Context: an optimization exercise on an open-source flow, tuned for small area, a short achievable clock period and few clock cycles per item. The choices shown serve that exercise and are no tape-out recipe. At most, simulation tests tie the RTL to the original design; equivalence was not proved. For runs 1 to 4, only the layout was checked, not whether the RTL still works.

===== flow/design.v =====
module brick_sort
   (
    clk,
    rst,
    src_tvalid,
    src_tready,
    src_tdata_raw,
    dest_tvalid,
    dest_tready,
    dest_tdata_raw
    );
   parameter NUM_ELEMS = 16;
   parameter DATA_WIDTH = 8;
   input   clk;
   input   rst;
   input   src_tvalid;
   output  src_tready;
   input [DATA_WIDTH*NUM_ELEMS-1:0] src_tdata_raw;
   output                 dest_tvalid;
   input                  dest_tready;
   output [DATA_WIDTH*NUM_ELEMS-1:0] dest_tdata_raw;
   function gt8;
      input [7:0] a;
      input [7:0] b;
      reg [7:0] g, p;
      reg g10, p10, g32, p32, g54, p54, g76, p76, g30, p30, g74, p74;
      begin
         g = a & ~b;           
         p = a | ~b;           
         g10 = g[1] | (p[1] & g[0]); p10 = g[1] | (p[1] & p[0]);
         g32 = g[3] | (p[3] & g[2]); p32 = g[3] | (p[3] & p[2]);
         g54 = g[5] | (p[5] & g[4]); p54 = g[5] | (p[5] & p[4]);
         g76 = g[7] | (p[7] & g[6]); p76 = g[7] | (p[7] & p[6]);
         g30 = g32 | (p32 & g10);
         g74 = g76 | (p76 & g54); p74 = g76 | (p76 & p54);
         gt8 = g74 | (p74 & g30);
      end
   endfunction
   reg [127:0] r1, r2, r3, r4, r5;
   reg [127:0] ro;
   wire [127:0] s0_0;
   wire s0_0_c0 = gt8(src_tdata_raw[7:0], src_tdata_raw[111:104]);
   assign s0_0[7:0] = s0_0_c0 ? src_tdata_raw[111:104] : src_tdata_raw[7:0];
   assign s0_0[111:104] = s0_0_c0 ? src_tdata_raw[7:0] : src_tdata_raw[111:104];
   wire s0_0_c1 = gt8(src_tdata_raw[15:8], src_tdata_raw[103:96]);
   assign s0_0[15:8] = s0_0_c1 ? src_tdata_raw[103:96] : src_tdata_raw[15:8];
   assign s0_0[103:96] = s0_0_c1 ? src_tdata_raw[15:8] : src_tdata_raw[103:96];
   wire s0_0_c2 = gt8(src_tdata_raw[23:16], src_tdata_raw[127:120]);
   assign s0_0[23:16] = s0_0_c2 ? src_tdata_raw[127:120] : src_tdata_raw[23:16];
   assign s0_0[127:120] = s0_0_c2 ? src_tdata_raw[23:16] : src_tdata_raw[127:120];
   wire s0_0_c3 = gt8(src_tdata_raw[31:24], src_tdata_raw[119:112]);
   assign s0_0[31:24] = s0_0_c3 ? src_tdata_raw[119:112] : src_tdata_raw[31:24];
   assign s0_0[119:112] = s0_0_c3 ? src_tdata_raw[31:24] : src_tdata_raw[119:112];
   wire s0_0_c4 = gt8(src_tdata_raw[39:32], src_tdata_raw[71:64]);
   assign s0_0[39:32] = s0_0_c4 ? src_tdata_raw[71:64] : src_tdata_raw[39:32];
   assign s0_0[71:64] = s0_0_c4 ? src_tdata_raw[39:32] : src_tdata_raw[71:64];
   wire s0_0_c5 = gt8(src_tdata_raw[47:40], src_tdata_raw[55:48]);
   assign s0_0[47:40] = s0_0_c5 ? src_tdata_raw[55:48] : src_tdata_raw[47:40];
   assign s0_0[55:48] = s0_0_c5 ? src_tdata_raw[47:40] : src_tdata_raw[55:48];
   wire s0_0_c7 = gt8(src_tdata_raw[63:56], src_tdata_raw[95:88]);
   assign s0_0[63:56] = s0_0_c7 ? src_tdata_raw[95:88] : src_tdata_raw[63:56];
   assign s0_0[95:88] = s0_0_c7 ? src_tdata_raw[63:56] : src_tdata_raw[95:88];
   wire s0_0_c9 = gt8(src_tdata_raw[79:72], src_tdata_raw[87:80]);
   assign s0_0[79:72] = s0_0_c9 ? src_tdata_raw[87:80] : src_tdata_raw[79:72];
   assign s0_0[87:80] = s0_0_c9 ? src_tdata_raw[79:72] : src_tdata_raw[87:80];
   wire [127:0] s1_0;
   wire s1_0_c0 = gt8(r1[7:0], r1[47:40]);
   assign s1_0[7:0] = s1_0_c0 ? r1[47:40] : r1[7:0];
   assign s1_0[47:40] = s1_0_c0 ? r1[7:0] : r1[47:40];
   wire s1_0_c1 = gt8(r1[15:8], r1[63:56]);
   assign s1_0[15:8] = s1_0_c1 ? r1[63:56] : r1[15:8];
   assign s1_0[63:56] = s1_0_c1 ? r1[15:8] : r1[63:56];
   wire s1_0_c2 = gt8(r1[23:16], r1[79:72]);
   assign s1_0[23:16] = s1_0_c2 ? r1[79:72] : r1[23:16];
   assign s1_0[79:72] = s1_0_c2 ? r1[23:16] : r1[79:72];
   wire s1_0_c3 = gt8(r1[31:24], r1[39:32]);
   assign s1_0[31:24] = s1_0_c3 ? r1[39:32] : r1[31:24];
   assign s1_0[39:32] = s1_0_c3 ? r1[31:24] : r1[39:32];
   wire s1_0_c6 = gt8(r1[55:48], r1[111:104]);
   assign s1_0[55:48] = s1_0_c6 ? r1[111:104] : r1[55:48];
   assign s1_0[111:104] = s1_0_c6 ? r1[55:48] : r1[111:104];
   wire s1_0_c8 = gt8(r1[71:64], r1[119:112]);
   assign s1_0[71:64] = s1_0_c8 ? r1[119:112] : r1[71:64];
   assign s1_0[119:112] = s1_0_c8 ? r1[71:64] : r1[119:112];
   wire s1_0_c10 = gt8(r1[87:80], r1[127:120]);
   assign s1_0[87:80] = s1_0_c10 ? r1[127:120] : r1[87:80];
   assign s1_0[127:120] = s1_0_c10 ? r1[87:80] : r1[127:120];
   wire s1_0_c11 = gt8(r1[95:88], r1[103:96]);
   assign s1_0[95:88] = s1_0_c11 ? r1[103:96] : r1[95:88];
   assign s1_0[103:96] = s1_0_c11 ? r1[95:88] : r1[103:96];
   wire [127:0] s1_1;
   wire s1_1_c0 = gt8(s1_0[7:0], s1_0[15:8]);
   assign s1_1[7:0] = s1_1_c0 ? s1_0[15:8] : s1_0[7:0];
   assign s1_1[15:8] = s1_1_c0 ? s1_0[7:0] : s1_0[15:8];
   wire s1_1_c2 = gt8(s1_0[23:16], s1_0[31:24]);
   assign s1_1[23:16] = s1_1_c2 ? s1_0[31:24] : s1_0[23:16];
   assign s1_1[31:24] = s1_1_c2 ? s1_0[23:16] : s1_0[31:24];
   wire s1_1_c4 = gt8(s1_0[39:32], s1_0[47:40]);
   assign s1_1[39:32] = s1_1_c4 ? s1_0[47:40] : s1_0[39:32];
   assign s1_1[47:40] = s1_1_c4 ? s1_0[39:32] : s1_0[47:40];
   wire s1_1_c6 = gt8(s1_0[55:48], s1_0[71:64]);
   assign s1_1[55:48] = s1_1_c6 ? s1_0[71:64] : s1_0[55:48];
   assign s1_1[71:64] = s1_1_c6 ? s1_0[55:48] : s1_0[71:64];
   wire s1_1_c7 = gt8(s1_0[63:56], s1_0[79:72]);
   assign s1_1[63:56] = s1_1_c7 ? s1_0[79:72] : s1_0[63:56];
   assign s1_1[79:72] = s1_1_c7 ? s1_0[63:56] : s1_0[79:72];
   wire s1_1_c10 = gt8(s1_0[87:80], s1_0[95:88]);
   assign s1_1[87:80] = s1_1_c10 ? s1_0[95:88] : s1_0[87:80];
   assign s1_1[95:88] = s1_1_c10 ? s1_0[87:80] : s1_0[95:88];
   wire s1_1_c12 = gt8(s1_0[103:96], s1_0[111:104]);
   assign s1_1[103:96] = s1_1_c12 ? s1_0[111:104] : s1_0[103:96];
   assign s1_1[111:104] = s1_1_c12 ? s1_0[103:96] : s1_0[111:104];
   wire s1_1_c14 = gt8(s1_0[119:112], s1_0[127:120]);
   assign s1_1[119:112] = s1_1_c14 ? s1_0[127:120] : s1_0[119:112];
   assign s1_1[127:120] = s1_1_c14 ? s1_0[119:112] : s1_0[127:120];
   wire [127:0] s2_0;
   wire s2_0_c0 = gt8(r2[7:0], r2[23:16]);
   assign s2_0[7:0] = s2_0_c0 ? r2[23:16] : r2[7:0];
   assign s2_0[23:16] = s2_0_c0 ? r2[7:0] : r2[23:16];
   wire s2_0_c1 = gt8(r2[15:8], r2[31:24]);
   assign s2_0[15:8] = s2_0_c1 ? r2[31:24] : r2[15:8];
   assign s2_0[31:24] = s2_0_c1 ? r2[15:8] : r2[31:24];
   wire s2_0_c4 = gt8(r2[39:32], r2[87:80]);
   assign s2_0[39:32] = s2_0_c4 ? r2[87:80] : r2[39:32];
   assign s2_0[87:80] = s2_0_c4 ? r2[39:32] : r2[87:80];
   wire s2_0_c5 = gt8(r2[47:40], r2[95:88]);
   assign s2_0[47:40] = s2_0_c5 ? r2[95:88] : r2[47:40];
   assign s2_0[95:88] = s2_0_c5 ? r2[47:40] : r2[95:88];
   wire s2_0_c6 = gt8(r2[55:48], r2[63:56]);
   assign s2_0[55:48] = s2_0_c6 ? r2[63:56] : r2[55:48];
   assign s2_0[63:56] = s2_0_c6 ? r2[55:48] : r2[63:56];
   wire s2_0_c8 = gt8(r2[71:64], r2[79:72]);
   assign s2_0[71:64] = s2_0_c8 ? r2[79:72] : r2[71:64];
   assign s2_0[79:72] = s2_0_c8 ? r2[71:64] : r2[79:72];
   wire s2_0_c12 = gt8(r2[103:96], r2[119:112]);
   assign s2_0[103:96] = s2_0_c12 ? r2[119:112] : r2[103:96];
   assign s2_0[119:112] = s2_0_c12 ? r2[103:96] : r2[119:112];
   wire s2_0_c13 = gt8(r2[111:104], r2[127:120]);
   assign s2_0[111:104] = s2_0_c13 ? r2[127:120] : r2[111:104];
   assign s2_0[127:120] = s2_0_c13 ? r2[111:104] : r2[127:120];
   wire [127:0] s2_1;
   wire s2_1_c1 = gt8(s2_0[15:8], s2_0[23:16]);
   assign s2_1[15:8] = s2_1_c1 ? s2_0[23:16] : s2_0[15:8];
   assign s2_1[23:16] = s2_1_c1 ? s2_0[15:8] : s2_0[23:16];
   wire s2_1_c3 = gt8(s2_0[31:24], s2_0[103:96]);
   assign s2_1[31:24] = s2_1_c3 ? s2_0[103:96] : s2_0[31:24];
   assign s2_1[103:96] = s2_1_c3 ? s2_0[31:24] : s2_0[103:96];
   wire s2_1_c4 = gt8(s2_0[39:32], s2_0[55:48]);
   assign s2_1[39:32] = s2_1_c4 ? s2_0[55:48] : s2_0[39:32];
   assign s2_1[55:48] = s2_1_c4 ? s2_0[39:32] : s2_0[55:48];
   wire s2_1_c5 = gt8(s2_0[47:40], s2_0[63:56]);
   assign s2_1[47:40] = s2_1_c5 ? s2_0[63:56] : s2_0[47:40];
   assign s2_1[63:56] = s2_1_c5 ? s2_0[47:40] : s2_0[63:56];
   wire s2_1_c8 = gt8(s2_0[71:64], s2_0[87:80]);
   assign s2_1[71:64] = s2_1_c8 ? s2_0[87:80] : s2_0[71:64];
   assign s2_1[87:80] = s2_1_c8 ? s2_0[71:64] : s2_0[87:80];
   wire s2_1_c9 = gt8(s2_0[79:72], s2_0[95:88]);
   assign s2_1[79:72] = s2_1_c9 ? s2_0[95:88] : s2_0[79:72];
   assign s2_1[95:88] = s2_1_c9 ? s2_0[79:72] : s2_0[95:88];
   wire s2_1_c13 = gt8(s2_0[111:104], s2_0[119:112]);
   assign s2_1[111:104] = s2_1_c13 ? s2_0[119:112] : s2_0[111:104];
   assign s2_1[119:112] = s2_1_c13 ? s2_0[111:104] : s2_0[119:112];
   assign s2_1[7:0] = s2_0[7:0];
   assign s2_1[127:120] = s2_0[127:120];
   wire [127:0] s3_0;
   wire s3_0_c1 = gt8(r3[15:8], r3[39:32]);
   assign s3_0[15:8] = s3_0_c1 ? r3[39:32] : r3[15:8];
   assign s3_0[39:32] = s3_0_c1 ? r3[15:8] : r3[39:32];
   wire s3_0_c2 = gt8(r3[23:16], r3[55:48]);
   assign s3_0[23:16] = s3_0_c2 ? r3[55:48] : r3[23:16];
   assign s3_0[55:48] = s3_0_c2 ? r3[23:16] : r3[55:48];
   wire s3_0_c5 = gt8(r3[47:40], r3[71:64]);
   assign s3_0[47:40] = s3_0_c5 ? r3[71:64] : r3[47:40];
   assign s3_0[71:64] = s3_0_c5 ? r3[47:40] : r3[71:64];
   wire s3_0_c7 = gt8(r3[63:56], r3[87:80]);
   assign s3_0[63:56] = s3_0_c7 ? r3[87:80] : r3[63:56];
   assign s3_0[87:80] = s3_0_c7 ? r3[63:56] : r3[87:80];
   wire s3_0_c9 = gt8(r3[79:72], r3[111:104]);
   assign s3_0[79:72] = s3_0_c9 ? r3[111:104] : r3[79:72];
   assign s3_0[111:104] = s3_0_c9 ? r3[79:72] : r3[111:104];
   wire s3_0_c11 = gt8(r3[95:88], r3[119:112]);
   assign s3_0[95:88] = s3_0_c11 ? r3[119:112] : r3[95:88];
   assign s3_0[119:112] = s3_0_c11 ? r3[95:88] : r3[119:112];
   assign s3_0[7:0] = r3[7:0];
   assign s3_0[31:24] = r3[31:24];
   assign s3_0[103:96] = r3[103:96];
   assign s3_0[127:120] = r3[127:120];
   wire [127:0] s3_1;
   wire s3_1_c2 = gt8(s3_0[23:16], s3_0[39:32]);
   assign s3_1[23:16] = s3_1_c2 ? s3_0[39:32] : s3_0[23:16];
   assign s3_1[39:32] = s3_1_c2 ? s3_0[23:16] : s3_0[39:32];
   wire s3_1_c3 = gt8(s3_0[31:24], s3_0[55:48]);
   assign s3_1[31:24] = s3_1_c3 ? s3_0[55:48] : s3_0[31:24];
   assign s3_1[55:48] = s3_1_c3 ? s3_0[31:24] : s3_0[55:48];
   wire s3_1_c9 = gt8(s3_0[79:72], s3_0[103:96]);
   assign s3_1[79:72] = s3_1_c9 ? s3_0[103:96] : s3_0[79:72];
   assign s3_1[103:96] = s3_1_c9 ? s3_0[79:72] : s3_0[103:96];
   wire s3_1_c11 = gt8(s3_0[95:88], s3_0[111:104]);
   assign s3_1[95:88] = s3_1_c11 ? s3_0[111:104] : s3_0[95:88];
   assign s3_1[111:104] = s3_1_c11 ? s3_0[95:88] : s3_0[111:104];
   assign s3_1[7:0] = s3_0[7:0];
   assign s3_1[15:8] = s3_0[15:8];
   assign s3_1[47:40] = s3_0[47:40];
   assign s3_1[63:56] = s3_0[63:56];
   assign s3_1[71:64] = s3_0[71:64];
   assign s3_1[87:80] = s3_0[87:80];
   assign s3_1[119:112] = s3_0[119:112];
   assign s3_1[127:120] = s3_0[127:120];
   wire [127:0] s4_0;
   wire s4_0_c3 = gt8(r4[31:24], r4[47:40]);
   assign s4_0[31:24] = s4_0_c3 ? r4[47:40] : r4[31:24];
   assign s4_0[47:40] = s4_0_c3 ? r4[31:24] : r4[47:40];
   wire s4_0_c6 = gt8(r4[55:48], r4[71:64]);
   assign s4_0[55:48] = s4_0_c6 ? r4[71:64] : r4[55:48];
   assign s4_0[71:64] = s4_0_c6 ? r4[55:48] : r4[71:64];
   wire s4_0_c7 = gt8(r4[63:56], r4[79:72]);
   assign s4_0[63:56] = s4_0_c7 ? r4[79:72] : r4[63:56];
   assign s4_0[79:72] = s4_0_c7 ? r4[63:56] : r4[79:72];
   wire s4_0_c10 = gt8(r4[87:80], r4[103:96]);
   assign s4_0[87:80] = s4_0_c10 ? r4[103:96] : r4[87:80];
   assign s4_0[103:96] = s4_0_c10 ? r4[87:80] : r4[103:96];
   assign s4_0[7:0] = r4[7:0];
   assign s4_0[15:8] = r4[15:8];
   assign s4_0[23:16] = r4[23:16];
   assign s4_0[39:32] = r4[39:32];
   assign s4_0[95:88] = r4[95:88];
   assign s4_0[111:104] = r4[111:104];
   assign s4_0[119:112] = r4[119:112];
   assign s4_0[127:120] = r4[127:120];
   wire [127:0] s4_1;
   wire s4_1_c3 = gt8(s4_0[31:24], s4_0[39:32]);
   assign s4_1[31:24] = s4_1_c3 ? s4_0[39:32] : s4_0[31:24];
   assign s4_1[39:32] = s4_1_c3 ? s4_0[31:24] : s4_0[39:32];
   wire s4_1_c5 = gt8(s4_0[47:40], s4_0[55:48]);
   assign s4_1[47:40] = s4_1_c5 ? s4_0[55:48] : s4_0[47:40];
   assign s4_1[55:48] = s4_1_c5 ? s4_0[47:40] : s4_0[55:48];
   wire s4_1_c7 = gt8(s4_0[63:56], s4_0[71:64]);
   assign s4_1[63:56] = s4_1_c7 ? s4_0[71:64] : s4_0[63:56];
   assign s4_1[71:64] = s4_1_c7 ? s4_0[63:56] : s4_0[71:64];
   wire s4_1_c9 = gt8(s4_0[79:72], s4_0[87:80]);
   assign s4_1[79:72] = s4_1_c9 ? s4_0[87:80] : s4_0[79:72];
   assign s4_1[87:80] = s4_1_c9 ? s4_0[79:72] : s4_0[87:80];
   wire s4_1_c11 = gt8(s4_0[95:88], s4_0[103:96]);
   assign s4_1[95:88] = s4_1_c11 ? s4_0[103:96] : s4_0[95:88];
   assign s4_1[103:96] = s4_1_c11 ? s4_0[95:88] : s4_0[103:96];
   assign s4_1[7:0] = s4_0[7:0];
   assign s4_1[15:8] = s4_0[15:8];
   assign s4_1[23:16] = s4_0[23:16];
   assign s4_1[111:104] = s4_0[111:104];
   assign s4_1[119:112] = s4_0[119:112];
   assign s4_1[127:120] = s4_0[127:120];
   wire [127:0] s5_0;
   wire s5_0_c6 = gt8(r5[55:48], r5[63:56]);
   assign s5_0[55:48] = s5_0_c6 ? r5[63:56] : r5[55:48];
   assign s5_0[63:56] = s5_0_c6 ? r5[55:48] : r5[63:56];
   wire s5_0_c8 = gt8(r5[71:64], r5[79:72]);
   assign s5_0[71:64] = s5_0_c8 ? r5[79:72] : r5[71:64];
   assign s5_0[79:72] = s5_0_c8 ? r5[71:64] : r5[79:72];
   assign s5_0[7:0] = r5[7:0];
   assign s5_0[15:8] = r5[15:8];
   assign s5_0[23:16] = r5[23:16];
   assign s5_0[31:24] = r5[31:24];
   assign s5_0[39:32] = r5[39:32];
   assign s5_0[47:40] = r5[47:40];
   assign s5_0[87:80] = r5[87:80];
   assign s5_0[95:88] = r5[95:88];
   assign s5_0[103:96] = r5[103:96];
   assign s5_0[111:104] = r5[111:104];
   assign s5_0[119:112] = r5[119:112];
   assign s5_0[127:120] = r5[127:120];
   wire [127:0] sorted = s5_0;
   reg v1, v2, v3, v4, v5;
   reg t1, t2, t3, t4, t5;
   reg rot;         
   reg ro_valid;
   wire front_v = v5;
   wire front_t = t5;
   wire ro_free = !ro_valid || dest_tready;
   wire exit_ok = front_v && (!rot || front_t) && ro_free;
   wire wrap = front_v && !exit_ok;
   assign src_tready = !rst && !rot && !wrap;
   assign dest_tvalid = !rst && ro_valid;
   assign dest_tdata_raw = ro;
   wire take = src_tvalid && src_tready;
   always @(posedge clk) begin
      r1 <= wrap ? sorted : s0_0;
      r2 <= s1_1;
      r3 <= s2_1;
      r4 <= s3_1;
      r5 <= s4_1;
      if (ro_free) ro <= sorted;
      t1 <= wrap && (!rot || front_t);
      t2 <= t1;
      t3 <= t2;
      t4 <= t3;
      t5 <= t4;
      if (rst) begin
         v1 <= 1'b0;
         v2 <= 1'b0;
         v3 <= 1'b0;
         v4 <= 1'b0;
         v5 <= 1'b0;
         rot <= 1'b0;
         ro_valid <= 1'b0;
      end else begin
         v1 <= wrap || take;
         v2 <= v1;
         v3 <= v2;
         v4 <= v3;
         v5 <= v4;
         rot <= rot ? !exit_ok : wrap;
         if (ro_free) ro_valid <= exit_ok;
      end
   end
endmodule

===== flow/run.sh =====
#!/bin/bash
# synth_recipe.tcl (not shown) runs the flow's synth.tcl, then flattens the netlist and writes it again
# the make line also repeats each setting of config.mk as NAME=value (left out here)
make -C /OpenROAD-flow-scripts/flow DESIGN_CONFIG=/design/flow/config.mk WORK_HOME=/design/flow/orfs CLKGATE_MAP_FILE= SYNTH_SCRIPT=/design/flow/synth_recipe.tcl finish

===== flow/config.mk =====
export PLATFORM = sky130hd
export DESIGN_NAME = brick_sort
export DESIGN_NICKNAME = brick_sort
export VERILOG_FILES = /design/flow/design.v
export SDC_FILE = /design/flow/constraint.sdc
export NUM_CORES = 4
export LEC_CHECK = 0
export CAP_MARGIN = 20
export CORE_MARGIN = 2
export CORE_UTILIZATION = 40
export SETUP_SLACK_MARGIN = 3.0
export SLEW_MARGIN = 20

===== flow/constraint.sdc =====
create_clock -name core_clock -period 6.0 [get_ports {clk}]
set_input_delay 1.2000 -clock core_clock [delete_from_list [all_inputs] [get_ports {clk}]]
set_output_delay 1.2000 -clock core_clock [all_outputs]
set_load 0.01 [all_outputs]

==> results of run 1 <==
## registers in the layout (all words and copies together), names as in the netlist
name      count
r3          128
v5            1
t2            1
rot           1
r2          128
v2            1
r1          128
r4          128
ro_valid      1
t4            1
v3            1
t5            1
t3            1
v1            1
ro          128
v4            1
t1            1
r5          128
## worst max-delay path: stages, from the launching register on
cell      delay [ps]
dfxtp_1          340
inv_1             80
maj3_2           310
maj3_2           310
maj3_2           330
nor2_4           210
mux2_4           350
o31ai_4          260
a31oi_1          120
maj3_2           320
maj3_2           330
o21bai_4         140
buf_12           150
mux2_4           310
## final cells by class
type	count	area, sq um	area share
clock buffer	122	2587	0.04677
clock inverter	41	500.5	0.009046
timing repair buffer	733	6984	0.1262
antenna	13	32.53	0.0005880
multi-input combinational	2862	25310	0.4575
tap	1265	1583	0.02861
sequential	780	17260	0.3119
inverter	284	1074	0.01940
## repair_timing
item,4_1_cts,5_1_grt
pin swaps,283,234
cloned,53,2
buffers inserted,331,121
gates resized for setup,1157,438
endpoints found under the setup margin,502,493
## metrics by stage
stage | worst slack, ps | cells | util
after floorplan | 1831 | 3999 | -
after global routing | 2243 | 6088 | 0.5838
after global placement | 1049 | 5417 | 0.4465
after detailed placement | 1031 | 5417 | 0.4465
final | 2308 | 6100 | 0.5841
after CTS | 2395 | 5964 | 0.5558
## routing by layer
metal	routed length, um	up-vias
met5	59	-
met4	8076	10
met3	11560	365
met2	64900	1407
met1	62690	16370
li1	-	15850
## cells by family after synthesis
family          Yosys count  synth area share
simple gates           1034            0.1250
compound gates          942            0.1544
flops                   780            0.4434
mux                     652            0.1786
buf+inv                 405           0.04738
fa+ha+maj               186           0.05113
## final timing paths
check                           cells after the start  slack (ps)    start      end
worst max register to register                     13        2310   r2[61]   r3[54]
worst max-delay path                               13        2310   r2[61]   r3[54]
worst min-delay path                                0         320  r4[110]  r5[110]
worst min register to register                      0         320  r4[110]  r5[110]
## synth_stat cells, drive strengths merged (6+ instances only)
master and count:
nor2b 97, clkbuf 54, o211ai 10, maj3 186, o221ai 10, or3 7, o2111ai 6, a22oi 28
o21a 15, a21oi 276, a31o 6, a21o 33, a21boi 13, inv 284, o221a 12, a221o 7
o21ai 326, and2 24, nor2 313, nand2 380, edfxtp 128, buf 67, a221oi 22, nand2b 95
mux2i 468, a222oi 9, o21bai 10, a31oi 23, or2 18, dfxtp 652, o22ai 49, a211oi 13
o31ai 14, mux2 184, nand3 31, a2bb2oi 8, nor3 53, a211o 8
==> summary.txt, run 1 <==
Max Slew Vio Count=0; top area cells in the synthesized netlist=dfxtp_1, mux2i_1, edfxtp_1, mux2_2, nand2_1; fin area=55330 sq um; smallest hold slack=324.1 ps; TNS Setup=0 ps; vias in the first global route=32190; Mapped Avg Cell Area=9.528 sq um; drt first pass iters=6; Row Count=113; Yosys cell types=99; Tmin final=3692 ps; busiest grt layer=met2; Rel. slew slack=0.2152; port bufs=261; largest net degree at the start of global routing=141; Critical Path RT=6540 ps; final hold violations=0; CTS clk-pin slew, worst paths=60 ps; synthesized area=38100 sq um; Sink Count=780; Fmax=270.9 MHz; Starting Density=0.4022; kind of critical path=reg2reg; CTS tree=yes; Synth Register Bits=780; post-synthesis async set-or-reset flop share=0; Routed WL per cell=24.15 um; Setup crit end kind=flip-flop; Final HPWL DP=104900 um; Placeable Area=94730 sq um; Post-synth EDFFs=128; Post-Synthesis Net Count=4131; Die Y-Extent=312.6 um; GRT Total Usage=0.2852; RSZ-0062 raised after global routing=true; clk_skew=36.26 ps; Via Count=33990; layout cells sized above 1=0.4027; largest buffer count on any clock path=3; worst path arrival time=4230 ps; CTS Hold Bufs=0; clock latency on the worst-skew pair=670 ps; die area=97740 sq um; Setup Viol. Count Final=0; drt drc=0; met3 usage=0.05286; post-synthesis sequential area ratio=0.4434; die width=312.6 um; H-tree depth=3; drt via density=5.573; Yosys top cell area share=0.3425; Root Buffer=clkbuf_16; DRT iter0 DRCs=2969; area growth from synthesis to layout=45.20%; initial antenna violation count=12; total global routing overflow=0; Placed Area=42300 sq um; Tcrit/Tclk final=0.6153; first-pass GRT wire length=209300 um; status=complete, no violations; CP startpoint kind=flip-flop; worst hold path class=reg2reg; GRT met2 Usage=0.4398; synth warn=1; most frequent cells in the layout=dfxtp_1, nand2_1, buf_4; Routed WL=147300 um; Fillers=7813; met1 Resource Use GR=0.3855; synthesized instance count=3999; most common cell after layout, fill and taps aside=dfxtp_1; Routed Antenna Nets=0; Ports=262; leading area contributor after synthesis=dfxtp_1; Worst Tran Pin Value=1165 ps; ys flop type=dfxtp_1; critical path peak fanout=8; CTS buffer count=88; Max-Cap Viols=0; final net count=4881; GP Congestion=0.9601
==> run 2, diff against run 1 <==
--- a/flow/config.mk
+++ b/flow/config.mk
@@ -8,5 +8,4 @@
 export CAP_MARGIN = 20
 export CORE_MARGIN = 2
 export CORE_UTILIZATION = 40
-export SETUP_SLACK_MARGIN = 3.0
 export SLEW_MARGIN = 20
==> run 2 against run 1 <==
Still clean. Worst setup slack got worse by 1100 ps. Via count fell by 11%. Cell area shrank 19%. First-iteration DRC count fell by 4.7%. Routed wire length fell by 14%. Clock skew fell by 5.7 ps. Sequential share of layout area increased by 6.6 points. Count of clock-buffer cells in the layout fell by 1. Non-clock buffer count shrank 456.
==> summary.txt, run 2 <==
drt via density=5.433 (-2.5%); Resized cells post-CTS=0 (-100%); Routed Antenna Nets=0 (unchanged); Fillers=9044 (+16%); CTS Hold Bufs=0 (unchanged); die area=97740 sq um (unchanged); number of setup buffers added after CTS=0 (-100%); Setup crit end kind=flip-flop; final hold violations=0 (unchanged); count leader, synth=dfxtp_1; Sink Count=780 (unchanged); CTS tree=yes; leading area contributor after synthesis=dfxtp_1; Routed met3 length=8083 um (-30%); worst path arrival time=5310 ps (+1080 ps); synthesized instance count=3999 (unchanged); CTS buffer count=87 (-1.1%); Critical Path RT=6540 ps (about the same); critical path peak fanout=20 (+12); Mapped Avg Cell Area=9.528 sq um (unchanged); ys flop type=dfxtp_1; sequential cell area=16900 sq um (-2.1%); port bufs=261 (unchanged); synthesized area=38100 sq um (unchanged); Setup Viol. Count Final=0 (unchanged); first-pass GRT wire length=183300 um (-12%); Post-synth top cells=dfxtp_1, mux2i_1, nand2_1; Max Used Layer=met5; final setup margin=1230 ps (-1078 ps); area of the multi-input gates=19450 sq um (-23%); largest net degree at the start of global routing=170 (+21%); GP Congestion=0.9663 (+0.65%); status=complete, no violations; Placeable Area=94730 sq um (unchanged); Final HPWL DP=102100 um (-2.6%); Ports=262 (unchanged); post-synthesis sequential area ratio=0.4434 (unchanged); initial antenna violation count=9 (-3); pre-CTS WS=1181 ps (+149.3 ps); post-synthesis async set-or-reset flop share=0 (unchanged); met1 wire length=57970 um (-7.5%); Met2 Wirelength=56440 um (-13%); synth warn=1 (unchanged); clk_skew=30.59 ps (-5.673 ps); worst hold path class=reg2reg; drt first pass iters=6 (unchanged); GRT Total Usage=0.2520 (-0.03321); Routed WL per cell=22.79 um (-5.6%); layout cells sized above 1=0.1102 (-0.2925); most frequent cells in the layout=dfxtp_1, mux2i_1, nand2_1; Die Y-Extent=312.6 um (unchanged); Max Slew Vio Count=0 (unchanged); Synth Register Bits=780 (unchanged); total global routing overflow=0 (unchanged); kind of critical path=reg2reg; final net count=4376 (-10%); Routed WL=127300 um (-14%); Yosys cell types=99 (unchanged); Tmin final=4770 ps (+1078 ps); Worst Tran Pin Value=1139 ps (-25.71 ps); area growth from synthesis to layout=17.23%; H-tree depth=3 (unchanged); Row Count=113 (unchanged); largest buffer count on any clock path=3 (unchanged); CP startpoint kind=flip-flop; Fmax=209.7 MHz (-23%); RSZ-0062 raised after global routing=false; top area cells in the synthesized netlist=dfxtp_1, mux2i_1, edfxtp_1, mux2_2, nand2_1; Post-synth EDFFs=128 (unchanged); Starting Density=0.4022 (unchanged); drt drc=0 (unchanged); CTS clk-pin slew, worst paths=60 ps (about the same); Yosys top cell area share=0.3425 (unchanged); TNS Setup=0 ps (unchanged); most common cell after layout, fill and taps aside=dfxtp_1; smallest hold slack=311.7 ps (-12.42 ps); Tcrit/Tclk final=0.7949 (+0.1797); vias in the first global route=27920 (-13%); Root Buffer=clkbuf_16; Post-Synthesis Net Count=4131 (unchanged); DRT iter0 DRCs=2829 (-4.7%); Reg2Reg Setup Slack=1230 ps (-1080 ps); Via Count=30350 (-11%); Max-Cap Viols=0 (unchanged); final core utilization=0.4715 (-0.1125); die width=312.6 um (unchanged); clock latency on the worst-skew pair=660 ps (about the same); Rel. slew slack=0.2325 (+0.01732)
-- run 2: changes by cell type in the layout (fill, tap and decap cells not counted), sizes merged, moves of 4 or more --
cell,change
or2,-4
clkinv,+5
clkbuf,-4
clkdlybuf4s50,+55
nor2,-4
maj3,-22
dlymetal6s2s,-10
nand2,-6
clkdlybuf4s15,-5
dlygate4sd2,-16
bufinv,-5
diode,-10
buf,-476
-- run 2: layer usage --
metal,up-vias,track usage
met2,948,0.3976
li1,14700,-
met4,4,0.09080
met5,-,0
met1,14500,0.3509
met3,196,0.03672
-- run 2: critical path, cell delays in order, from the launching register on --
cell      delay [ps]
dfxtp_1          320
nor2b_1          130
maj3_2           310
maj3_1           360
maj3_2           320
nor2_2           710
mux2_2           420
o31ai_1          250
a31oi_1          120
maj3_1           390
maj3_2           330
o21bai_2         590
mux2_2           420
-- run 2: final timing paths --
path | startpoint | cells past startpoint | end
worst min register to register | r4[113] | 0 | r5[113]
worst max register to register | r2[52] | 12 | r3[38]
worst min-delay path | r4[113] | 0 | r5[113]
worst max-delay path | r2[52] | 12 | r3[38]
-- run 2: cell type report --
class | count | area share
Multi-Input combinational cell | 2814 | 0.4354
Sequential cell | 780 | 0.3783
Timing Repair Buffer | 277 | 0.06154
Clock buffer | 121 | 0.05647
Tap cell | 1265 | 0.03543
Inverter | 284 | 0.02387
Clock inverter | 42 | 0.008852
Antenna cell | 3 | 0.0001681
-- run 2: through the flow --
stage	cell area [sq um]	instances
6_report	44670	5586
3_3_place_gp	41720	5418
2_1_floorplan	38110	3999
5_1_grt	44660	5583
3_5_place_dp	41730	5419
4_1_cts	44640	5582
-- run 2: kinds of logic after synthesis --
family,after synthesis,synth area share
AND/OR/NAND/NOR,1034,0.1250
AO/OA/AOI/OAI,942,0.1544
flip-flops,780,0.4434
multiplexers,652,0.1786
buffers and inverters,405,0.04738
adder cells (fa/ha/maj),186,0.05113
==> run 3, diff against run 2 <==
--- a/flow/design.v
+++ b/flow/design.v
@@ -278,12 +278,15 @@
    wire ro_free = !ro_valid || dest_tready;
    wire exit_ok = front_v && (!rot || front_t) && ro_free;
    wire wrap = front_v && !exit_ok;
-   assign src_tready = !rst && !rot && !wrap;
+   wire rot_n = rot ? !exit_ok : wrap;
+   wire ro_valid_n = ro_free ? exit_ok : ro_valid;
+   reg rdy_free, rdy_tr;
+   assign src_tready = !rst && (rdy_free || (rdy_tr && dest_tready));
    assign dest_tvalid = !rst && ro_valid;
    assign dest_tdata_raw = ro;
    wire take = src_tvalid && src_tready;
    always @(posedge clk) begin
-      r1 <= wrap ? sorted : s0_0;
+      r1 <= wrap ? r5 : s0_0;
       r2 <= s1_1;
       r3 <= s2_1;
       r4 <= s3_1;
@@ -302,14 +305,18 @@
          v5 <= 1'b0;
          rot <= 1'b0;
          ro_valid <= 1'b0;
+         rdy_free <= 1'b1;
+         rdy_tr <= 1'b1;
       end else begin
          v1 <= wrap || take;
          v2 <= v1;
          v3 <= v2;
          v4 <= v3;
          v5 <= v4;
-         rot <= rot ? !exit_ok : wrap;
-         if (ro_free) ro_valid <= exit_ok;
+         rot <= rot_n;
+         ro_valid <= ro_valid_n;
+         rdy_free <= !rot_n && !(v4 && ro_valid_n);
+         rdy_tr <= !rot_n;
       end
    end
 endmodule
==> flow/flow/run.sh (new file) <==
#!/bin/bash
# Layout flow: the standard flow (standard.sh), except that the
# synthesis step maps the logic with the delay-driven ABC script in
# flow/abc_speed.script instead of ORFS's abc_speed.script.  Synthesis is
# otherwise ORFS's, run by standard.sh with the standard flow's synthesis script, so the
# registers (names, count, cell types) are those of the standard synthesis.
set -euo pipefail
here=$(pwd)
rm -rf "$here/scripts_abc"
cp -r "$FLOW_HOME/scripts" "$here/scripts_abc"
cp "$here/flow/abc_speed.script" "$here/scripts_abc/abc_speed.script"
bash standard.sh SCRIPTS_DIR="$here/scripts_abc" synth > "$here/synth.log" 2>&1
bash standard.sh > "$here/layout.log" 2>&1
==> flow/flow/abc_speed.script (new file) <==
strash
dch -f
map -D 1500
topo
buffer -p
upsize -D 1500
dnsize -D 1500
stime -p
==> flow/standard.sh (new file) <==
#!/bin/bash
# synth_recipe.tcl (not shown) runs the flow's synth.tcl, then flattens the netlist and writes it again
# the make line also repeats each setting of config.mk as NAME=value (left out here)
make -C /OpenROAD-flow-scripts/flow DESIGN_CONFIG=/design/flow/config.mk WORK_HOME=/design/flow/orfs CLKGATE_MAP_FILE= SYNTH_SCRIPT=/design/flow/synth_recipe.tcl "${@:-finish}"
--- a/flow/config.mk
+++ b/flow/config.mk
@@ -8,4 +8,6 @@
 export CAP_MARGIN = 20
 export CORE_MARGIN = 2
 export CORE_UTILIZATION = 40
+export CTS_BUF_LIST = sky130_fd_sc_hd__clkbuf_8
+export SETUP_SLACK_MARGIN = 3.3
 export SLEW_MARGIN = 20
removed: flow/run.sh
==> run 3 against run 2 <==
Non-clock buffer count up 602. Synthesized area shrank 3.7%. Utilization up 16 points.
==> summary.txt, run 3 <==
GP Congestion=0.9829 (+1.7%); Die Y-Extent=306.9 um (-1.8%); total global routing overflow=0 (unchanged); area growth from synthesis to layout=56.47%; status=complete, no violations; fin cells=7284 (+30%); Routed WL per cell=22.96 um (+0.76%); clock latency on the worst-skew pair=820 ps (+160 ps); H-tree depth=4 (+1); Placed Area=40330 sq um (-3.4%); post-synthesis sequential area ratio=0.4616 (+0.01815); CTS tree=yes; GRT Total Usage=0.3132 (+0.06115); Yosys top cell area share=0.3568 (+0.01427); Setup Viol. Count Final=0 (unchanged); Synth Register Bits=782 (+0.26%); Worst Tran Pin Value=922.4 ps (-216.8 ps); vias in the first global route=34900 (+25%); Ports=262 (unchanged); TNS Setup=0 ps (unchanged); die width=306.9 um (-1.8%); CP startpoint kind=flip-flop; Critical path buffers and inverters=4 (+4); Setup crit end kind=flip-flop; synthesized instance count=5095 (+27%); Sink Count=782 (+0.26%); most common cell after layout, fill and taps aside=nand2_1; synthesized area=36690 sq um (-3.7%); Reg2Reg Setup Slack=3080 ps (+1850 ps); port bufs=261 (unchanged); Starting Density=0.4021 (about the same); final core utilization=0.6292 (+0.1577); Tcrit/Tclk final=0.4864 (-0.3085); CP max-delay cell=dfxtp_4; count leader, synth=nand2_1; ys flop type=dfxtp_1; post-synthesis async set-or-reset flop share=0 (unchanged); Critical Path RT=6710 ps (+170 ps); most frequent cells in the layout=nand2_1, inv_1, dfxtp_1; clk_skew=32.07 ps (+1.479 ps); Post-synth EDFFs=128 (unchanged); Routed WL=167300 um (+31%); Row Count=111 (-1.8%); leading area contributor after synthesis=dfxtp_1; Placed Cells=6391 (+18%); RSZ-0062 raised after global routing=true; largest buffer count on any clock path=3 (unchanged); kind of critical path=reg2reg; CTS clk-pin slew, worst paths=60 ps (about the same); Fmax=342.6 MHz (+63%); final hold violations=0 (unchanged); crit path cell chain=inv_2 > o22ai_2 > o21ai_2 > o221ai_2 > buf_6 > a41oi_4 > buf_6 > o21ai_4 > nand2_2 > a31oi_4 > nand2_2 > o21ai_4 > buf_8 > nand2_2 > o21ai_4; Yosys cell types=57 (-42%); worst path arrival time=3620 ps (-1690 ps); Max Slew Vio Count=0 (unchanged); critical path peak fanout=8 (-60%); drt via density=5.664 (+4.3%); largest net degree at the start of global routing=129 (-24%); Mapped Avg Cell Area=7.202 sq um (-24%); Root Buffer=clkbuf_8; initial antenna violation count=15 (+6); top area cells in the synthesized netlist=dfxtp_1, nand2_1, o21ai_0, edfxtp_1, inv_1; Placeable Area=91250 sq um (-3.7%); CTS buffer count=135 (+55%); synth warn=1 (unchanged); layout cells sized above 1=0.4054 (+0.2952); Top Family by Delay on Critical Path=compound AO/OA/AOI/OAI gates; Via Count=41260 (+36%); final net count=6114 (+40%); Final HPWL DP=111200 um (+8.9%); WHS Path Cells=0 (unchanged); worst reg-to-reg path cell count=15 (+3); fin area=57410 sq um (+29%); first-pass GRT wire length=218900 um (+19%); drt drc=0 (unchanged); Rel. slew slack=0.3851 (+0.1526); Tmin final=2919 ps (-1851 ps); Post-Synthesis Net Count=5227 (+27%); drt first pass iters=7 (+1); die area=94170 sq um (-3.7%); max incr delay on CP=380 ps (-330 ps); Post-synth top cells=nand2_1, o21ai_0, inv_1; DRT iter0 DRCs=4147 (+47%); Routed Antenna Nets=0 (unchanged); worst hold path class=reg2reg; CP Depth=15 (+3); Max-Cap Viols=0 (unchanged)
## run 3: changes by cell type in the layout (fill, tap and decap cells not counted), moves of 165 or more
cell	previous run	this run
a21oi_1	271	69
buf_4	14	378
buf_6	1	176
dfxtp_1	652	487
inv_1	284	547
inv_2	0	175
mux2i_1	467	0
nand2_1	372	1004
nand2_2	5	210
o21ai_0	260	460
o21ai_2	3	273
o21ai_4	1	195
## run 3: worst paths after layout
| kind | from | end |
|---|---|---|
| min reg2reg | r4[23] | r5[23] |
| min | r4[23] | r5[23] |
| max | r1[81] | r2[94] |
| max reg2reg | r1[81] | r2[94] |
## run 3: cells by family after synthesis
group,after synthesis,synth area share
and+or+nand+nor,1788,0.1906
AOI/OAI and AO/OA,1611,0.2492
adders and majority gates,4,0.001091
DFF,782,0.4616
buffers and inverters,910,0.09756
## run 3: cell type report
class / count / area (sq um)
fill: 7233 / 33840
multi-input combinational: 3456 / 24430
sequential: 782 / 17270
timing repair buffer: 879 / 8576
inverter: 726 / 2840
clock buffer: 161 / 2216
tap: 1186 / 1484
clock inverter: 86 / 568.0
timing repair inverter: 2 / 15.01
antenna: 6 / 15.01
## run 3: routing by layer
metal | wire length, um | GRT usage | vias to the layer above
li1 | - | - | 18870
met2 | 72560 | 0.4735 | 2266
met5 | 69 | 0 | -
met4 | 10350 | 0.1523 | 10
met3 | 16220 | 0.06079 | 507
met1 | 68060 | 0.4277 | 19610
## run 3: what timing repair did
action,in CTS,in global routing
setup buffers,234,297
hold buffers,0,0
cloned,63,46
setup endpoints to repair,594,498
hold endpoints to repair,0,0
resized for setup,1326,1869
pin swaps,122,336
## run 3: stage by stage
step / hold slack [ps] / setup slack, ps
finish: 316.7 / 3081
global route: 320.3 / 3023
CTS: 311.8 / 3150
detailed placement: 312.1 / 1927
global placement: 310.0 / 1985
floorplan: 309.6 / 2409
==> run 4, diff against run 3 <==
--- a/flow/config.mk
+++ b/flow/config.mk
@@ -9,5 +9,5 @@
 export CORE_MARGIN = 2
 export CORE_UTILIZATION = 40
 export CTS_BUF_LIST = sky130_fd_sc_hd__clkbuf_8
-export SETUP_SLACK_MARGIN = 3.3
+export SETUP_SLACK_MARGIN = 2.9
 export SLEW_MARGIN = 20
==> run 4 against run 3 <==
Fmax down 6.9%. Clock skew increased by 3.8 ps. Utilization shrank 11 points. Critical path type unchanged. Largest cell class unchanged. Highest routed layer unchanged.
==> summary.txt, run 4 <==
post-synthesis sequential area ratio=0.4616 (unchanged); fin area=46980 sq um (-18%); Fillers=8678 (+20%); die width=306.9 um (unchanged); worst hold path class=reg2reg; Routed WL per cell=21.05 um (-8.3%); Placeable Area=91250 sq um (unchanged); Yosys top cell area share=0.3568 (unchanged); clk_skew=35.86 ps (+3.792 ps); area growth from synthesis to layout=28.02%; critical path peak fanout=16 (+8); Setup crit end kind=flip-flop; final net count=5685 (-7.0%); TNS Setup=0 ps (unchanged); Mapped Avg Cell Area=7.202 sq um (unchanged); synthesized instance count=5095 (unchanged); vias in the first global route=31540 (-9.6%); largest buffer count on any clock path=3 (unchanged); synth warn=1 (unchanged); Starting Density=0.4021 (unchanged); post-synthesis async set-or-reset flop share=0 (unchanged); crit path cell chain=inv_1 > nand2_1 > nand2_1 > o221ai_2 > buf_4 > a41oi_2 > o21ai_1 > inv_1 > o22ai_1 > a311oi_2 > o21ai_1 > buf_4 > buf_6 > nand2_1 > o21ai_1; Routed WL=144100 um (-14%); layout cells sized above 1=0.1335 (-0.2719); initial antenna violation count=14 (-1); Post-synth top cells=nand2_1, o21ai_0, inv_1; CTS buffer count=134 (-0.74%); Critical Path RT=6710 ps (about the same); Via Count=36890 (-11%); top area cells in the synthesized netlist=dfxtp_1, nand2_1, o21ai_0, edfxtp_1, inv_1; clock latency on the worst-skew pair=820 ps (about the same); port bufs=261 (unchanged); most frequent cells in the layout=nand2_1, o21ai_0, inv_1; H-tree depth=4 (unchanged); Max Slew Vio Count=0 (unchanged); CTS clk-pin slew, worst paths=50 ps (about the same); ys flop type=dfxtp_1; Tmin final=3135 ps (+216.7 ps); final core utilization=0.5148 (-0.1144); CP max-delay cell=dfxtp_2; CTS tree=yes; smallest hold slack=322.4 ps (+5.691 ps); most common cell after layout, fill and taps aside=nand2_1; final hold violations=0 (unchanged); max incr delay on CP=480 ps (+100 ps); count leader, synth=nand2_1; Max-Cap Viols=0 (unchanged); Die Y-Extent=306.9 um (unchanged); CTS Hold Bufs=0 (unchanged); first-pass GRT wire length=199800 um (-8.7%); Row Count=111 (unchanged); Worst Tran Pin Value=749.3 ps (-173.1 ps); largest net degree at the start of global routing=129 (unchanged); total global routing overflow=0 (unchanged); GP Congestion=0.9872 (+0.44%); Final HPWL DP=108400 um (-2.5%); die area=94170 sq um (unchanged); drt drc=0 (unchanged); Routed Antenna Nets=0 (unchanged); Tcrit/Tclk final=0.5225 (+0.03612); GRT Total Usage=0.2874 (-0.02577); kind of critical path=reg2reg; leading area contributor after synthesis=dfxtp_1; Post-Synthesis Net Count=5227 (unchanged); Sink Count=782 (unchanged); Synth Register Bits=782 (unchanged); synthesized area=36690 sq um (unchanged); worst path arrival time=3840 ps (+220 ps); Fmax=319.0 MHz (-6.9%); DRT iter0 DRCs=3743 (-9.7%); Ports=262 (unchanged); Root Buffer=clkbuf_8; Setup Viol. Count Final=0 (unchanged); Post-synth EDFFs=128 (unchanged); Yosys cell types=57 (unchanged); status=complete, no violations; RSZ-0062 raised after global routing=true; Rel. slew slack=0.5005 (+0.1154); CP startpoint kind=flip-flop; Placed Area=40330 sq um (unchanged); drt via density=5.387 (-4.9%); drt first pass iters=6 (-1)
## run 4: changes by cell type in the layout (fill, tap and decap cells not counted), sizes merged, moves of 3 or more
cell / delta
nand3: -3
clkinvlp: -9
clkdlybuf4s50: +128
clkbuf: -10
a41oi: -3
nand2: -3
buf: -425
clkdlybuf4s15: -107
inv: -5
bufinv: +6
nor2: -3
## run 4: critical path, delay by kind of cell (launching register included)
family                 cells  cell delay (ps)
DFF                        1              480
AOI/OAI and AO/OA          7             1540
buffers and inverters      5              740
and+or+nand+nor            3              260
## run 4: final timing paths
| check | to | slack, ps | cells past startpoint | start |
|---|---|---|---|---|
| worst max-delay path | r2[110] | 2860 | 15 | r1[51] |
| worst max register to register | r2[110] | 2860 | 15 | r1[51] |
| worst min-delay path | r5[6] | 320 | 0 | r4[6] |
| worst min register to register | r5[6] | 320 | 0 | r4[6] |
## run 4: repair_timing
action,in CTS,in global routing
gates cloned,17,28
setup buffers,62,106
gates resized for setup,202,332
pin swaps,22,47
setup endpoints to repair,381,392
## run 4: area by class of cell
cell class,instances,area [sq um],share of cell area
multi-input cells,3443,18470,0.3933
diodes,7,17.52,0.0003729
clock inverters,78,631.9,0.01345
inverters,726,2749,0.05852
clock buffers,159,2188,0.04659
well taps,1186,1484,0.03159
flip-flops and latches,782,16970,0.3612
repair buffers,466,4463,0.09501
## run 4: kinds of logic (layout without fill, tap and decap cells)
kind of cell	after synthesis	in the layout	synth area share
flops	782	782	0.4616
other cells	0	7	0
compound gates	1611	1649	0.2492
buf+inv	910	1429	0.09756
simple gates	1788	1790	0.1906
fa+ha+maj	4	4	0.001091
## run 4: per-layer routing
layer | vias up | share of wire | GRT usage
li1 | 17900 | - | -
met1 | 17100 | 0.44 | 0.3971
met2 | 1633 | 0.43 | 0.4363
met3 | 249 | 0.091 | 0.06010
met4 | 8 | 0.043 | 0.1173
met5 | - | 0.00040 | 0
## run 4: per-stage QoR
stage / setup WS, ps / std cells
after floorplan: 2409 / 5095
after global placement: 1642 / 6390
after detailed placement: 1677 / 6390
after CTS: 2864 / 6706
after global routing: 2761 / 6841
final: 2865 / 6847
==> run 5, diff against run 4 <==
--- a/flow/design.v
+++ b/flow/design.v
@@ -22,18 +22,17 @@
    function gt8;
       input [7:0] a;
       input [7:0] b;
-      reg [7:0] g, p;
-      reg g10, p10, g32, p32, g54, p54, g76, p76, g30, p30, g74, p74;
+      reg [3:0] g, p;
+      reg g32, p32, g10, p10;
+      integer i;
       begin
-         g = a & ~b;           
-         p = a | ~b;           
-         g10 = g[1] | (p[1] & g[0]); p10 = g[1] | (p[1] & p[0]);
+         for (i = 0; i < 4; i = i + 1) begin
+            g[i] = (a[2*i+1] & ~b[2*i+1]) | ((((a[2*i+1] | ~b[2*i+1]) & a[2*i]) & ~b[2*i]));
+            p[i] = (a[2*i+1] & ~b[2*i+1]) | ((((a[2*i+1] | ~b[2*i+1]) & a[2*i]) | ((a[2*i+1] | ~b[2*i+1]) & ~b[2*i])));
+         end
+         g10 = g[1] | (p[1] & g[0]);
          g32 = g[3] | (p[3] & g[2]); p32 = g[3] | (p[3] & p[2]);
-         g54 = g[5] | (p[5] & g[4]); p54 = g[5] | (p[5] & p[4]);
-         g76 = g[7] | (p[7] & g[6]); p76 = g[7] | (p[7] & p[6]);
-         g30 = g32 | (p32 & g10);
-         g74 = g76 | (p76 & g54); p74 = g76 | (p76 & p54);
-         gt8 = g74 | (p74 & g30);
+         gt8 = g32 | (p32 & g10);
       end
    endfunction
    reg [127:0] r1, r2, r3, r4, r5;
--- a/flow/config.mk
+++ b/flow/config.mk
@@ -9,5 +9,5 @@
 export CORE_MARGIN = 2
 export CORE_UTILIZATION = 40
 export CTS_BUF_LIST = sky130_fd_sc_hd__clkbuf_8
-export SETUP_SLACK_MARGIN = 2.9
+export SETUP_SLACK_MARGIN = 2.5
 export SLEW_MARGIN = 20
==> run 5 against run 4 <==
Still clean. Synthesized cell count shrank 5.0%. Cell count shrank 7.0%. Global-route usage shrank 2.1 points. Fmax shrank 8.0%. Synthesized area shrank 1.5%. Clock skew shrank 2.9 ps. Sequential share of layout area grew 3.4 points. Non-clock buffer count shrank 172. Count of clock-buffer cells in the layout grew 5. Highest routed layer unchanged.
==> summary.txt, run 5 <==
Post-synth EDFFs=128 (unchanged); fin cells=6371 (-7.0%); port bufs=261 (unchanged); WHS Path Cells=0 (unchanged); synthesized instance count=4841 (-5.0%); Synth Register Bits=782 (unchanged); Root Buffer=clkbuf_8; status=complete, no violations; synthesized area=36160 sq um (-1.5%); initial antenna violation count=9 (-5); r2r startpoint=r1[71]; most common cell after layout, fill and taps aside=nand2_1; Setup Viol. Count Final=0 (unchanged); CP startpoint kind=input port; Max-Cap Viols=0 (unchanged); drt via density=5.364 (-0.42%); drt first pass iters=6 (unchanged); Rel. slew slack=0.2651 (-0.2354); Placed Cells=6096 (-4.6%); Routed WL per cell=20.19 um (-4.1%); CTS tree=yes; Final HPWL DP=100900 um (-7.0%); H-tree depth=4 (unchanged); Tmin final=3408 ps (+273.1 ps); max incr delay on CP=530 ps (+50 ps); Routed WL=128700 um (-11%); Yosys cell types=71 (+25%); CTS clk-pin slew, worst paths=70 ps (+20 ps); CP max-delay cell=clkdlybuf4s50_1; Die Y-Extent=304.7 um (-0.72%); RSZ-0062 raised after global routing=false; CTS buffer count=137 (+2.2%); Reg2Reg Setup Slack=2660 ps (-200 ps); area growth from synthesis to layout=18.67%; Fillers=8952 (+3.2%); Post-Synthesis Net Count=4973 (-4.9%); GRT Total Usage=0.2668 (-0.02059); Critical path buffers and inverters=2 (-3); clock latency on the worst-skew pair=820 ps (about the same); Fmax=293.4 MHz (-8.0%); ys flop type=dfxtp_1; GP Congestion=0.9792 (-0.81%); clk_skew=32.92 ps (-2.937 ps); critical path peak fanout=2 (-14); Ports=262 (unchanged); Post-synth top cells=nand2_1, o21ai_0, dfxtp_1; Routed Antenna Nets=0 (unchanged); RR Endpoint=r2[51]; die area=92820 sq um (-1.4%); post-synthesis async set-or-reset flop share=0 (unchanged); post-synthesis sequential area ratio=0.4684 (+0.006820); largest buffer count on any clock path=3 (unchanged); Worst Tran Pin Value=1091 ps (+341.5 ps); Sink Count=782 (unchanged); Mapped Avg Cell Area=7.469 sq um (+3.7%); worst hold path class=reg2reg; Via Count=34180 (-7.3%); Top Family by Delay on Critical Path=buffers and inverters; first-pass GRT wire length=185700 um (-7.0%); Max Slew Vio Count=0 (unchanged); crit path cell chain=clkdlybuf4s50_1 > a21oi_1 > nor2_1 > clkdlybuf4s15_1; Critical Path RT=4800 ps (-1910 ps); final net count=5212 (-8.3%); Row Count=110 (-0.90%); Tcrit/Tclk final=0.5681 (+0.04552); worst path arrival time=2210 ps (-1630 ps); layout cells sized above 1=0.07128 (-0.06226); hold path startpoint=r4[122]; DRT iter0 DRCs=3224 (-14%); most frequent cells in the layout=nand2_1, o21ai_0, dfxtp_1; Hold EP=r5[122]; final hold violations=0 (unchanged); Setup crit end kind=output port; die width=304.7 um (-0.72%); worst reg-to-reg path cell count=11 (-4); synth warn=1 (unchanged); count leader, synth=nand2_1; top area cells in the synthesized netlist=dfxtp_1, o21ai_0, edfxtp_1, nand2_1, inv_1; Yosys top cell area share=0.3621 (+0.005272); largest net degree at the start of global routing=75 (-42%); vias in the first global route=30030 (-4.8%); leading area contributor after synthesis=dfxtp_1; Placeable Area=89740 sq um (-1.7%); total global routing overflow=0 (unchanged); Starting Density=0.4029 (+0.0008138); drt drc=0 (unchanged); TNS Setup=0 ps (unchanged); kind of critical path=in2out
run 5: cell types whose count changed in the layout (fill, tap and decap cells not counted), moves of 40 or more:
| cell | before | now |
|---|---|---|
| buf_4 | 172 | 30 |
| a21oi_1 | 120 | 190 |
| o22ai_1 | 80 | 139 |
| nand2_1 | 1305 | 999 |
| o21ai_2 | 72 | 24 |
| a22oi_1 | 11 | 51 |
| nor2_1 | 292 | 363 |
| inv_1 | 738 | 613 |
| o21a_1 | 83 | 29 |
| nand3_1 | 86 | 160 |
run 5: per-stage QoR:
stage | hold WS (ps) | util | worst slack (ps) | area, sq um
detailed placement | 312.1 | 0.4391 | 1782 | 39400
global placement | 310.3 | 0.4390 | 1677 | 39390
floorplan | 309.6 | - | 2409 | 36170
finish | 306.2 | 0.4782 | 2592 | 42910
global route | 322.7 | 0.4781 | 2490 | 42900
CTS | 310.3 | 0.4745 | 2495 | 42580
run 5: cell families (layout without fill, tap and decap cells):
| logic type | Yosys count | count (layout) | share of synthesized area |
|---|---|---|---|
| AND/OR/NAND/NOR | 1611 | 1616 | 0.1795 |
| flip-flops | 782 | 782 | 0.4684 |
| AO/OA/AOI/OAI | 1653 | 1655 | 0.2616 |
| other | 0 | 4 | 0 |
| buffers and inverters | 795 | 1138 | 0.09049 |
run 5: area by class of cell:
| type | count | area [sq um] | share of cell area |
|---|---|---|---|
| Sequential cell | 782 | 16940 | 0.3948 |
| Multi-Input combinational cell | 3271 | 16300 | 0.3799 |
| Timing Repair Buffer | 294 | 2897 | 0.06751 |
| Clock buffer | 164 | 2257 | 0.05261 |
| Inverter | 594 | 2235 | 0.05208 |
| Tap cell | 1176 | 1471 | 0.03429 |
| Clock inverter | 86 | 797.0 | 0.01858 |
| Antenna cell | 4 | 10.01 | 0.0002333 |
run 5: worst register-to-register path: stages, from the launching register on:
cell and delay, ps:
dfxtp_1 660, nand2_1 140, a31oi_1 230, o2111ai_1 150
o211a_2 450, o21ai_1 310, inv_1 150, a31oi_1 230
o2111ai_1 200, nor2_4 300, nor2_4 130, o21ai_1 270
run 5: per-layer routing:
metal	track usage	wire, um	up-vias
met2	0.4155	56660	1329
met5	0	23	-
met3	0.04624	9079	242
li1	-	-	16900
met1	0.3532	55950	15710
met4	0.1423	6943	4
run 5: worst max path at each step:
stage | from | end | slack [ps] | cells past startpoint
after floorplan | dest_tready | ro[0] | 2410 | 2
after global placement | dest_tready | r1[45] | 1680 | 8
after detailed placement | r2[87] | r3[38] | 1780 | 12
after CTS | r2[71] | r3[89] | 2500 | 12
after global routing | r4[51] | r5[52] | 2490 | 12
final | dest_tready | src_tready | 2590 | 4
run 5: timing repair:
item,4_1_cts,5_1_grt
endpoints found under the setup margin,197,286
pin swaps,1,10
hold buffers,0,0
resized for setup,32,68
buffers inserted,0,14
cloned,2,5
Testbench counts of run 5, summed over its fixed seeds: cycles 1,008, items 960.
==> run 6, diff against run 5 <==
--- a/flow/config.mk
+++ b/flow/config.mk
@@ -9,5 +9,5 @@
 export CORE_MARGIN = 2
 export CORE_UTILIZATION = 40
 export CTS_BUF_LIST = sky130_fd_sc_hd__clkbuf_8
-export SETUP_SLACK_MARGIN = 2.5
+export SETUP_SLACK_MARGIN = 3.2
 export SLEW_MARGIN = 20
==> run 6 against run 5 <==
Non-clock buffer count increased by 205. Clock skew grew 4.4 ps. Worst hold slack better by 14 ps. Via count is 9.1% higher. Critical path type is now reg2reg. Critical path depth grew 8. First-iteration DRC count up 11%.
==> summary.txt, run 6 <==
die width=304.7 um (unchanged); CP startpoint kind=flip-flop; drt first pass iters=6 (unchanged); synth warn=1 (unchanged); Die Y-Extent=304.7 um (unchanged); Post-synth top cells=nand2_1, o21ai_0, dfxtp_1; drt via density=5.598 (+4.4%); met1 wire length=57190 um (+2.2%); largest buffer count on any clock path=3 (unchanged); Final HPWL DP=100300 um (-0.58%); worst reg-to-reg path cell count=12 (+1); CTS buffer count=139 (+1.5%); final net count=5500 (+5.5%); Sink Count=782 (unchanged); Routed Antenna Nets=0 (unchanged); largest net degree at the start of global routing=135 (+80%); Worst Tran Pin Value=807.2 ps (-283.6 ps); Rel. slew slack=0.4618 (+0.1967); synthesized instance count=4841 (unchanged); vias in the first global route=31900 (+6.2%); Routed WL per cell=21.37 um (+5.8%); post-synthesis sequential area ratio=0.4684 (unchanged); Yosys cell types=71 (unchanged); Post-synth EDFFs=128 (unchanged); Routed WL=142400 um (+11%); Routed met3 length=12030 um (+33%); GRT Total Usage=0.2766 (+0.009838); Max-Cap Viols=0 (unchanged); initial antenna violation count=9 (unchanged); Setup Viol. Count Final=0 (unchanged); H-tree depth=4 (unchanged); Placed Cells=6094 (-0.033%); area growth from synthesis to layout=34.95%; first-pass GRT wire length=193600 um (+4.2%); Tcrit/Tclk final=0.4907 (-0.07740); crit path cell chain=o21ai_2 > a31oi_2 > o211ai_1 > o21a_4 > o21ai_4 > nand2_4 > a31oi_4 > o2111ai_4 > nor2_4 > buf_12 > buf_6 > o31ai_4; Synth Register Bits=782 (unchanged); Max Used Layer=met5; Fmax=339.7 MHz (+16%); WHS Path Cells=0 (unchanged); top area cells in the synthesized netlist=dfxtp_1, o21ai_0, edfxtp_1, nand2_1, inv_1; Met2 Wirelength=62320 um (+10%); Mapped Avg Cell Area=7.469 sq um (unchanged); most common cell after layout, fill and taps aside=nand2_1; layout cells sized above 1=0.2266 (+0.1553); CP max-delay cell=dfxtp_2; CTS tree=yes; Hold EP=r5[107]; worst hold path class=reg2reg; Reg2Reg Setup Slack=3060 ps (+400 ps); drt drc=0 (unchanged); Placeable Area=89740 sq um (unchanged); total global routing overflow=0 (unchanged); max incr delay on CP=530 ps (about the same); most frequent cells in the layout=nand2_1, dfxtp_1, inv_1; fin cells=6662 (+4.6%); Tmin final=2944 ps (-464.4 ps); Root Buffer=clkbuf_8; Max Slew Vio Count=0 (unchanged); Yosys top cell area share=0.3621 (unchanged); r2r startpoint=r1[53]; kind of critical path=reg2reg; Post-Synthesis Net Count=4973 (unchanged); Starting Density=0.4029 (unchanged); ys flop type=dfxtp_1; clk_skew=37.34 ps (+4.419 ps); TNS Setup=0 ps (unchanged); synthesized area=36160 sq um (unchanged); post-synthesis async set-or-reset flop share=0 (unchanged); RR Endpoint=r2[49]; critical path peak fanout=8 (+6); leading area contributor after synthesis=dfxtp_1; CTS clk-pin slew, worst paths=60 ps (about the same); Setup crit end kind=flip-flop; RSZ-0062 raised after global routing=true; GP Congestion=0.9669 (-1.3%); port bufs=261 (unchanged); Ports=262 (unchanged); worst path arrival time=3620 ps (+1410 ps); Row Count=110 (unchanged); Critical Path RT=6680 ps (+1880 ps); DRT iter0 DRCs=3572 (+11%); status=complete, no violations; die area=92820 sq um (unchanged); clock latency on the worst-skew pair=840 ps (+20 ps); final hold violations=0 (unchanged); hold path startpoint=r4[107]; Via Count=37290 (+9.1%); count leader, synth=nand2_1
## run 6: cell counts after synthesis
No cell type changed its count.
## run 6: per-layer routing
layer | up-vias | track usage
li1 | 17720 | -
met1 | 17410 | 0.3581
met5 | - | 0
met2 | 1742 | 0.4265
met4 | 8 | 0.1782
met3 | 418 | 0.04805
## run 6: worst max path at each step
stage           startpoint  endpoint  slack [ps]  depth (start not counted)
2_1_floorplan  dest_tready     ro[0]        2410                          2
4_1_cts             r4[85]    r5[78]        3060                         14
5_1_grt             r1[53]    r2[66]        2970                         13
3_5_place_dp   dest_tready    r1[61]        1730                          6
3_3_place_gp   dest_tready    r1[61]        1770                          6
6_report            r1[53]    r2[49]        3060                         12
## run 6: cell families (layout without fill, tap and decap cells)
group,Yosys count,in the layout,synth area share
other cells,0,5,0
flops,782,782,0.4684
compound gates,1653,1701,0.2616
buf+inv,795,1347,0.09049
simple gates,1611,1651,0.1795
## run 6: worst max-delay path, delay by kind of cell, from the launching register on
family / cells / cell delay [ps]
compound gates: 8 / 1570
flops: 1 / 530
simple gates: 2 / 370
buf+inv: 2 / 300
## run 6: per-stage QoR
step | setup WS (ps) | hold WS [ps] | instance area, sq um | utilization
floorplan | 2409 | 309.6 | 36180 | -
global placement | 1771 | 310.1 | 39400 | 0.4390
detailed placement | 1730 | 312.1 | 39400 | 0.4390
global route | 2968 | 326.6 | 48790 | 0.5437
CTS | 3058 | 323.0 | 44050 | 0.4909
finish | 3056 | 320.0 | 48790 | 0.5438
## run 6: final cells by class
cell class,count,area [sq um]
clock buffers,162,2230
flip-flops and latches,782,17060
well taps,1176,1471
multi-input cells,3352,20310
clock inverters,92,794.5
inverters,594,2268
diodes,5,12.51
repair buffers,499,4653
fillers,8290,40940
## run 6: what timing repair did
item	4_1_cts	5_1_grt
hold buffers	0	0
setup endpoints to repair	554	485
setup buffers	49	160
resized for setup	567	802
cloned	30	70
endpoints found under the hold margin	0	0
pin swaps	36	159

==> separate check: timing with driven ports <==
The results above use ideal ports. As a check the final layouts listed here were re-extracted and re-timed, cells and wires unchanged. Step 1 (the two cells are an assumption about what drives the block):
set clk [get_ports {clk}]
set_driving_cell -lib_cell sky130_fd_sc_hd__clkbuf_16 $clk
set_driving_cell -lib_cell sky130_fd_sc_hd__buf_2 [delete_from_list [all_inputs] $clk]
Step 2 adds t to the input delays and takes it off the output delays; t is the mean of the earliest and latest rising clock arrival at the registers after step 1. Input paths then give back, and output paths get back, about the clock's delay inside the block. Slacks: no drivers / after step 1 / after step 2; pairs: no drivers / after step 1.
| run | t (ns) | setup WS [ns] | worst register clock-pin slew, ns |
|---|---|---|---|
| run 1 | 0.724 | 2.308 / 2.308 / 1.821 | 0.07 / 0.07 |
| run 2 | 0.716 | 1.230 / 1.230 / 1.108 | 0.06 / 0.06 |
| run 3 | 0.883 | 3.081 / 3.081 / 2.465 | 0.07 / 0.07 |
| run 4 | 0.867 | 2.865 / 2.865 / 2.182 | 0.07 / 0.07 |
| run 5 | 0.861 | 2.592 / 2.565 / 1.845 | 0.07 / 0.07 |
| run 6 | 0.889 | 3.056 / 3.056 / 2.350 | 0.07 / 0.07 |
After both steps every run listed still meets setup and hold. For run 5, which loses most, drivers alone change the setup slack by -0.027 ns; drivers and shift together by -0.747 ns.
